This is an optimization exercise on Yosys and OpenROAD, whose aim is small area, a short achievable clock period and few clock cycles, not a production implementation.
Where RTL was checked, it was by simulation tests only, not by an equivalence proof against the original.

## run A
==> flow/design.v <==
module DW_div_pipe #(
    parameter a_width     = 31,
    parameter b_width     = 31,
    parameter tc_mode     = 1,
    parameter rem_mode    = 0,
    parameter num_stages  = 10,
    parameter stall_mode  = 1,
    parameter rst_mode    = 1,
    parameter op_iso_mode = 0
) (
    input                      clk,
    input                      rst_n,
    input                      en,
    input      [a_width-1:0]   a,
    input      [b_width-1:0]   b,
    output     [a_width-1:0]   quotient,
    output     [b_width-1:0]   remainder,
    output                     divide_by_0
);
localparam NS = num_stages - 1;           
localparam W  = a_width;
wire          a_neg = (tc_mode != 0) & a[a_width-1];
wire          b_neg = (tc_mode != 0) & b[b_width-1];
wire [W-1:0]       a_mag = a_neg ? (~a + 1'b1) : a;
wire [b_width-1:0] b_mag = b_neg ? (~b + 1'b1) : b;
reg [b_width:0]   r_q [0:NS-1];
reg [W-1:0]       d_q [0:NS-1];
reg [b_width-1:0] m_q [0:NS-1];
reg               n_q [0:NS-1];
genvar k;
generate
    for (k = 0; k < NS; k = k + 1) begin : g_stage
        localparam integer LO = (k * W) / NS;
        localparam integer HI = ((k + 1) * W) / NS;
        wire [b_width:0]   r_in = (k == 0) ? {(b_width+1){1'b0}} : r_q[(k == 0) ? 0 : k-1];
        wire [W-1:0]       d_in = (k == 0) ? a_mag : d_q[(k == 0) ? 0 : k-1];
        wire [b_width-1:0] m_in = (k == 0) ? b_mag : m_q[(k == 0) ? 0 : k-1];
        wire               n_in = (k == 0) ? (a_neg ^ b_neg) : n_q[(k == 0) ? 0 : k-1];
        reg  [b_width:0]   r_c;
        reg  [W-1:0]       d_c;
        integer j;
        always @(*) begin
            r_c = r_in;
            d_c = d_in;
            for (j = LO; j < HI; j = j + 1) begin
                r_c = {r_c[b_width-1:0], d_c[W-1]};
                d_c = {d_c[W-2:0], 1'b0};
                if (r_c >= {1'b0, m_in}) begin
                    r_c = r_c - {1'b0, m_in};
                    d_c[0] = 1'b1;
                end
            end
        end
        always @(posedge clk or negedge rst_n) begin
            if (!rst_n) begin
                r_q[k] <= 0;
                d_q[k] <= 0;
                m_q[k] <= 0;
                n_q[k] <= 1'b0;
            end else if (en) begin
                r_q[k] <= r_c;
                d_q[k] <= d_c;
                m_q[k] <= m_in;
                n_q[k] <= n_in;
            end
        end
    end
endgenerate
assign quotient    = n_q[NS-1] ? (~d_q[NS-1] + 1'b1) : d_q[NS-1];
assign remainder   = {b_width{1'b0}};
assign divide_by_0 = 1'b0;
endmodule
module TRIANGLE(
    input  wire        clk,
    input  wire        rst_n,
    input  wire        in_valid,
    input  wire [7:0]  in_length,
    output wire [15:0] out_cos,
    output reg         out_valid,
    output reg  [1:0]  out_tri
);
localparam [4:0] ST_D0 = 5'd5;     
localparam [4:0] ST_L0 = 5'd17;    
localparam [4:0] ST_L2 = 5'd19;    
reg [4:0] st;
always @(posedge clk or negedge rst_n) begin
    if (!rst_n) st <= 5'd0;
    else if (st == 5'd0) st <= in_valid ? 5'd1 : 5'd0;
    else if (st == ST_L2) st <= 5'd0;
    else st <= st + 5'd1;
end
reg       f_sq, f_pr, f_ini;
reg [2:0] f_acc;
always @(posedge clk) begin
    f_sq     <= (st == 5'd0) || (st == 5'd1) || (st == 5'd2);    
    f_pr     <= (st == 5'd3) || (st == 5'd4) || (st == 5'd5);    
    f_acc[0] <= (st >= 5'd1) && (st <= 5'd3);                    
    f_acc[1] <= (st >= 5'd1) && (st <= 5'd4);                    
    f_acc[2] <= (st >= 5'd1) && (st <= 5'd5);                    
    f_ini    <= (st == 5'd1);                                    
end
reg [7:0] mx, my;
reg [15:0] p0, p1, p2;
always @(posedge clk) begin
    mx <= (st <= 5'd2) ? in_length : (st == 5'd5) ? p2[7:0] : mx;
    my <= (st <= 5'd2) ? in_length : (st == 5'd3) ? p0[7:0] :
          (st == 5'd4) ? p2[7:0] : my;
end
function [15:0] mul8;
    input [7:0] x;
    input [7:0] y;
    reg [15:0] acc;
    integer i;
    begin
        acc = 16'd0;
        for (i = 0; i < 8; i = i + 1)
            acc = acc + ({8'd0, x & {8{y[i]}}} << i);
        mul8 = acc;
    end
endfunction
wire [15:0] m = mul8(mx, my);
reg [15:0] s;
always @(posedge clk) s <= f_sq ? m : 16'd0;
wire ins = (st == 5'd1) || (st == 5'd2);    
always @(posedge clk) begin
    p0 <= f_pr ? m : ins ? {8'd0, mx} : p2;
    p1 <= p0;
    p2 <= p1;
end
function [19:0] add20;
    input [19:0] x;
    input [19:0] y;
    reg [19:0] g, p, G, P;
    integer i, d;
    begin
        g = x & y; p = x ^ y;
        G = g; P = p;
        for (d = 1; d < 20; d = d * 2)
            for (i = 2 * d - 1; i < 20; i = i + 2 * d) begin
                G[i] = G[i] | (P[i] & G[i-d]);
                P[i] = P[i] & P[i-d];
            end
        for (d = 8; d >= 1; d = d / 2)
            for (i = 3 * d - 1; i < 20; i = i + 2 * d) begin
                G[i] = G[i] | (P[i] & G[i-d]);
                P[i] = P[i] & P[i-d];
            end
        add20 = p ^ {G[18:0], 1'b0};
    end
endfunction
function [18:0] lane;    
    input [17:0] r;
    input [15:0] p;
    input        sub;    
    input        acc;
    input        init;
    reg [18:0] a, bx, t;
    reg        ci, ad, c0;
    begin
        if (acc) begin
            a  = init ? 19'd0 : {r[17], r};
            bx = sub ? ~{3'b000, s} : {3'b000, s};
            ci = sub;
        end else begin
            a  = {r, 1'b0};
            ad = r[17];
            bx = ad ? {2'b00, p, 1'b0} : ~{2'b00, p, 1'b0};
            ci = ~ad;
        end
        {t, c0} = add20({a, 1'b1}, {bx, ci});    
        lane = t;
    end
endfunction
reg signed [17:0] r0, r1, r2;
reg [10:0]        q0, q1, q2;
reg               n0, n1, n2;    
reg               e0, e1, e2;    
wire [18:0] x0 = lane(r0, p0, 1'b1, f_acc[0], f_ini);
wire [18:0] x1 = lane(r1, p1, 1'b0, f_acc[1], f_ini);
wire [18:0] x2 = lane(r2, p2, 1'b0, f_acc[2], f_ini);
wire z0 = (r0 == 18'sd0);
wire z1 = (r1 == 18'sd0);
wire z2 = (r2 == 18'sd0);
wire last_acc = (st == 5'd4);
always @(posedge clk) begin
    r1 <= x0[17:0]; r2 <= x1[17:0]; r0 <= x2[17:0];
    q1 <= {q0[9:0], ~r0[17]};
    q2 <= {q1[9:0], ~r1[17]};
    q0 <= {q2[9:0], ~r2[17]};
    n1 <= last_acc ? x0[18] : n0;
    n2 <= last_acc ? x1[18] : n1;
    n0 <= last_acc ? x2[18] : n2;
    e1 <= ~f_acc[0] & (e0 | z0);
    e2 <= ~f_acc[1] & (e1 | z1);
    e0 <= ~f_acc[2] & (e2 | z2);
    if (st == ST_D0)
        out_tri <= (z0 | z1 | z2) ? 2'd3 : (n0 | n1 | n2) ? 2'd1 : 2'd0;
end
wire [11:0] qh  = {q0, ~r0[17]};
wire        b   = ~x0[18];
wire        inc = ~(e0 | z0 | (x0 == 19'd0));
wire [12:0] qp  = {1'b0, qh} + 13'd1;
wire [13:0] c   = ~n0 ? {1'b0, qh, b} :
                  (inc & b) ? {~qp[12], qp[11:0], 1'b0} : {1'b1, qh, b | inc};
reg [13:0] oc;
always @(posedge clk) oc <= c;
assign out_cos = {oc[13], oc[13], oc};
always @(posedge clk or negedge rst_n) begin
    if (!rst_n) out_valid <= 1'b0;
    else out_valid <= (st >= ST_L0) && (st <= ST_L2);
end
endmodule
Settings: LEC_CHECK=0, ABC_AREA=1, CAP_MARGIN=20, CORE_MARGIN=2, CORE_UTILIZATION=65, CTS_CLUSTER_DIAMETER=100, CTS_CLUSTER_SIZE=24, PLACE_DENSITY=0.75, SLEW_MARGIN=20; clock period 20.0 ns.
standard.sh (not shown) runs the stock make flow with config.mk's settings and CLKGATE_MAP_FILE= SYNTH_SCRIPT=/design/flow/synth_recipe.tcl, a recipe that flattens the netlist after the stock synthesis.
==> flow/flow/run.sh <==
#!/bin/bash
# Own layout flow: the standard flow unchanged, except that the port
# buffers that buffer_ports inserts during placement are buf_2 cells rather
# than the delay buffer it picks by default.
set -euo pipefail
export BUFFER_PORTS_ARGS="-buffer_cell sky130_fd_sc_hd__buf_2"
bash standard.sh > standard_flow.log 2>&1
Testbench counts of run A, summed over its fixed seeds: cycles 23,032.
Input-level comparison between run B and run A:
-- flow/design.v --
<<< run A, line 149
    end
endfunction
function [18:0] lane;    
    input [17:0] r;
    input [15:0] p;
>>> run B, line 149
    end
endfunction
function [19:0] add20s;
    input [19:0] x;
    input [19:0] y;
    reg [19:0] g, p, c;
    reg [4:0] GG, PP;
    reg [5:0] gc;
    reg t;
    integer i, k;
    begin
        g = x & y; p = x ^ y;
        for (k = 0; k < 5; k = k + 1) begin
            t = 1'b0;
            PP[k] = &p[4*k +: 4];
            for (i = 0; i < 4; i = i + 1) t = g[4*k+i] | (p[4*k+i] & t);
            GG[k] = t;
        end
        gc[0] = 1'b0;
        for (k = 0; k < 5; k = k + 1) gc[k+1] = GG[k] | (PP[k] & gc[k]);
        for (k = 0; k < 5; k = k + 1) begin
            c[4*k] = gc[k];
            for (i = 1; i < 4; i = i + 1)
                c[4*k+i] = g[4*k+i-1] | (p[4*k+i-1] & c[4*k+i-1]);
        end
        add20s = p ^ c;
    end
endfunction
function [18:0] lane;    
    input        fast;   
    input [17:0] r;
    input [15:0] p;
<<< run A, line 168
            ci = ~ad;
        end
        {t, c0} = add20({a, 1'b1}, {bx, ci});    
        lane = t;
    end
>>> run B, line 195
            ci = ~ad;
        end
        if (fast) {t, c0} = add20({a, 1'b1}, {bx, ci});    
        else      {t, c0} = add20s({a, 1'b1}, {bx, ci});
        lane = t;
    end
<<< run A, line 176
reg               n0, n1, n2;    
reg               e0, e1, e2;    
wire [18:0] x0 = lane(r0, p0, 1'b1, f_acc[0], f_ini);
wire [18:0] x1 = lane(r1, p1, 1'b0, f_acc[1], f_ini);
wire [18:0] x2 = lane(r2, p2, 1'b0, f_acc[2], f_ini);
wire z0 = (r0 == 18'sd0);
wire z1 = (r1 == 18'sd0);
>>> run B, line 204
reg               n0, n1, n2;    
reg               e0, e1, e2;    
wire [18:0] x0 = lane(1'b1, r0, p0, 1'b1, f_acc[0], f_ini);
wire [18:0] x1 = lane(1'b0, r1, p1, 1'b0, f_acc[1], f_ini);
wire [18:0] x2 = lane(1'b0, r2, p2, 1'b0, f_acc[2], f_ini);
wire z0 = (r0 == 18'sd0);
wire z1 = (r1 == 18'sd0);
[summary]
No stage failed in run B, and the final checks on the layout all came back clean. Taking run A as the reference, in run B post-placement cell count shrank by about 2.7%, core utilization shrank by 0.72 points. On final cycle utilization of the critical path, run A and run B are neck and neck. Summary of run B over run A: cell area went down by 1.3%, width of the die went down by 0.77 µm. Row number of multi-input logic gates: run B lower / run A higher. Summary of run B over run A: slack of the worst reg-to-reg path ~0 delta, final routed DRC violation total now sits at about the same level, sequential portion of the cell area rose 0.46 points, relative slew slack went down. The die used by run B is smaller than the one used by run A.
Testbench counts of run B, summed over its fixed seeds: cycles 23,032.

TRIANGLE, a different RTL version from the one above (not shown whole).
Size: ~200 flip-flops, about 30 I/O pins, ~0.013 mm2 of cells after synthesis.
==> module TRIANGLE, before the edit <==
module TRIANGLE(
    input  wire        clk,
    input  wire        rst_n,
    input  wire        in_valid,
    input  wire [7:0]  in_length,
    output wire [15:0] out_cos,
    output reg         out_valid,
    output reg  [1:0]  out_tri
);
localparam [4:0] ST_D0 = 5'd5;     
localparam [4:0] ST_L0 = 5'd17;    
localparam [4:0] ST_L2 = 5'd19;    
reg [4:0] st;
always @(posedge clk or negedge rst_n) begin
    if (!rst_n) st <= 5'd0;
    else if (st == 5'd0) st <= in_valid ? 5'd1 : 5'd0;
    else if (st == ST_L2) st <= 5'd0;
    else st <= st + 5'd1;
end
reg       f_sq, f_pr, f_ini;
reg [2:0] f_acc;
always @(posedge clk) begin
    f_sq     <= (st == 5'd0) || (st == 5'd1) || (st == 5'd2);    
    f_pr     <= (st == 5'd3) || (st == 5'd4) || (st == 5'd5);    
    f_acc[0] <= (st >= 5'd1) && (st <= 5'd3);                    
    f_acc[1] <= (st >= 5'd1) && (st <= 5'd4);                    
    f_acc[2] <= (st >= 5'd1) && (st <= 5'd5);                    
    f_ini    <= (st == 5'd1);                                    
end
reg [7:0] mx, my;
reg [15:0] p0, p1, p2;
always @(posedge clk) begin
    mx <= (st <= 5'd2) ? in_length : (st == 5'd5) ? p2[7:0] : mx;
    my <= (st <= 5'd2) ? in_length : (st == 5'd3) ? p0[7:0] :
          (st == 5'd4) ? p2[7:0] : my;
end
wire [15:0] m = mx * my;
reg [15:0] s;
always @(posedge clk) s <= f_sq ? m : 16'd0;
wire ins = (st == 5'd1) || (st == 5'd2);    
always @(posedge clk) begin
    p0 <= f_pr ? m : ins ? {8'd0, mx} : p2;
    p1 <= p0;
    p2 <= p1;
end
function [18:0] lane;    
    input [17:0] r;
    input [15:0] p;
    input        sub;    
    input        acc;
    input        init;
    reg [18:0] a, bx, t;
    reg        ci, ad, c0;
    begin
        if (acc) begin
            a  = init ? 19'd0 : {r[17], r};
            bx = sub ? ~{3'b000, s} : {3'b000, s};
            ci = sub;
        end else begin
            a  = {r, 1'b0};
            ad = r[17];
            bx = ad ? {2'b00, p, 1'b0} : ~{2'b00, p, 1'b0};
            ci = ~ad;
        end
        {t, c0} = {a, 1'b1} + {bx, ci};    
        lane = t;
    end
endfunction
reg signed [17:0] r0, r1, r2;
reg [10:0]        q0, q1, q2;
reg               n0, n1, n2;    
reg               e0, e1, e2;    
wire [18:0] x0 = lane(r0, p0, 1'b1, f_acc[0], f_ini);
wire [18:0] x1 = lane(r1, p1, 1'b0, f_acc[1], f_ini);
wire [18:0] x2 = lane(r2, p2, 1'b0, f_acc[2], f_ini);
wire z0 = (r0 == 18'sd0);
wire z1 = (r1 == 18'sd0);
wire z2 = (r2 == 18'sd0);
wire last_acc = (st == 5'd4);
always @(posedge clk) begin
    r1 <= x0[17:0]; r2 <= x1[17:0]; r0 <= x2[17:0];
    q1 <= {q0[9:0], ~r0[17]};
    q2 <= {q1[9:0], ~r1[17]};
    q0 <= {q2[9:0], ~r2[17]};
    n1 <= last_acc ? x0[18] : n0;
    n2 <= last_acc ? x1[18] : n1;
    n0 <= last_acc ? x2[18] : n2;
    e1 <= ~f_acc[0] & (e0 | z0);
    e2 <= ~f_acc[1] & (e1 | z1);
    e0 <= ~f_acc[2] & (e2 | z2);
    if (st == ST_D0)
        out_tri <= (z0 | z1 | z2) ? 2'd3 : (n0 | n1 | n2) ? 2'd1 : 2'd0;
end
wire [11:0] qh  = {q0, ~r0[17]};
wire        b   = ~x0[18];
wire        inc = ~(e0 | z0 | (x0 == 19'd0));
wire [12:0] qp  = {1'b0, qh} + 13'd1;
wire [13:0] c   = ~n0 ? {1'b0, qh, b} :
                  (inc & b) ? {~qp[12], qp[11:0], 1'b0} : {1'b1, qh, b | inc};
reg [13:0] oc;
always @(posedge clk) oc <= c;
assign out_cos = {oc[13], oc[13], oc};
always @(posedge clk or negedge rst_n) begin
    if (!rst_n) out_valid <= 1'b0;
    else out_valid <= (st >= ST_L0) && (st <= ST_L2);
end
endmodule
Settings: LEC_CHECK=0, ABC_AREA=1, CAP_MARGIN=20, CORE_MARGIN=2, CORE_UTILIZATION=65, CTS_CLUSTER_DIAMETER=100, CTS_CLUSTER_SIZE=24, PLACE_DENSITY=0.75, SLEW_MARGIN=20; clock period 20.0 ns.
Scripts as last shown in full above: flow/flow/run.sh
Testbench counts at the start, summed over its fixed seeds: cycles 23,032.
Rerun with:
--- a/flow/design.v
+++ b/flow/design.v
@@ -105,9 +105,21 @@
     mx <= (st <= 5'd2) ? in_length : (st == 5'd5) ? p2[7:0] : mx;
     my <= (st <= 5'd2) ? in_length : (st == 5'd3) ? p0[7:0] :
           (st == 5'd4) ? p2[7:0] : my;
 end
-wire [15:0] m = mx * my;
+function [15:0] mul8;
+    input [7:0] x;
+    input [7:0] y;
+    reg [15:0] acc;
+    integer i;
+    begin
+        acc = 16'd0;
+        for (i = 0; i < 8; i = i + 1)
+            acc = acc + ({8'd0, x & {8{y[i]}}} << i);
+        mul8 = acc;
+    end
+endfunction
+wire [15:0] m = mul8(mx, my);
 reg [15:0] s;
 always @(posedge clk) s <= f_sq ? m : 16'd0;
 wire ins = (st == 5'd1) || (st == 5'd2);    
 always @(posedge clk) begin
What happened: The changed run produced a clean layout; routed wire length rises by 4.1%; global-route usage rises by 1.4 points; synthesized area falls by 0.92%; via count rises by 2.5%.
Only the layout flow was run in the second run of this note; the RTL was not checked for function there.

## re-timing with driven ports
The results above use ideal ports. As a check the final layouts listed here were re-extracted and re-timed, cells and wires unchanged.
Step 1 sets driving cells, clkbuf_16 on the clock port and buf_2 on the other inputs (assumed; they add their load-dependent delay and slew).
Step 2 adds t to the input delays and takes it off the output delays; t is the mean of the earliest and latest rising clock arrival at the registers after step 1. Input paths then give back, and output paths get back, about the clock's delay inside the block.
Three values: no drivers, after step 1, after step 2; two values: the first two.
run | t (ns) | setup slack, ns | worst setup path at the end | latest minus earliest clock arrival (ns)
run A | 0.486 | 15.054 / 15.006 / 15.215 | register to register | 0.017 / 0.017
run B | 0.483 | 15.047 / 14.999 / 15.234 | register to register | 0.014 / 0.014
the first run of note 2 | 0.492 | 15.043 / 14.995 / 15.468 | input to register | 0.021 / 0.021
the second run of note 2 | 0.494 | 15.052 / 15.002 / 15.279 | register to register | 0.017 / 0.017
After both steps every run listed still meets setup and hold.
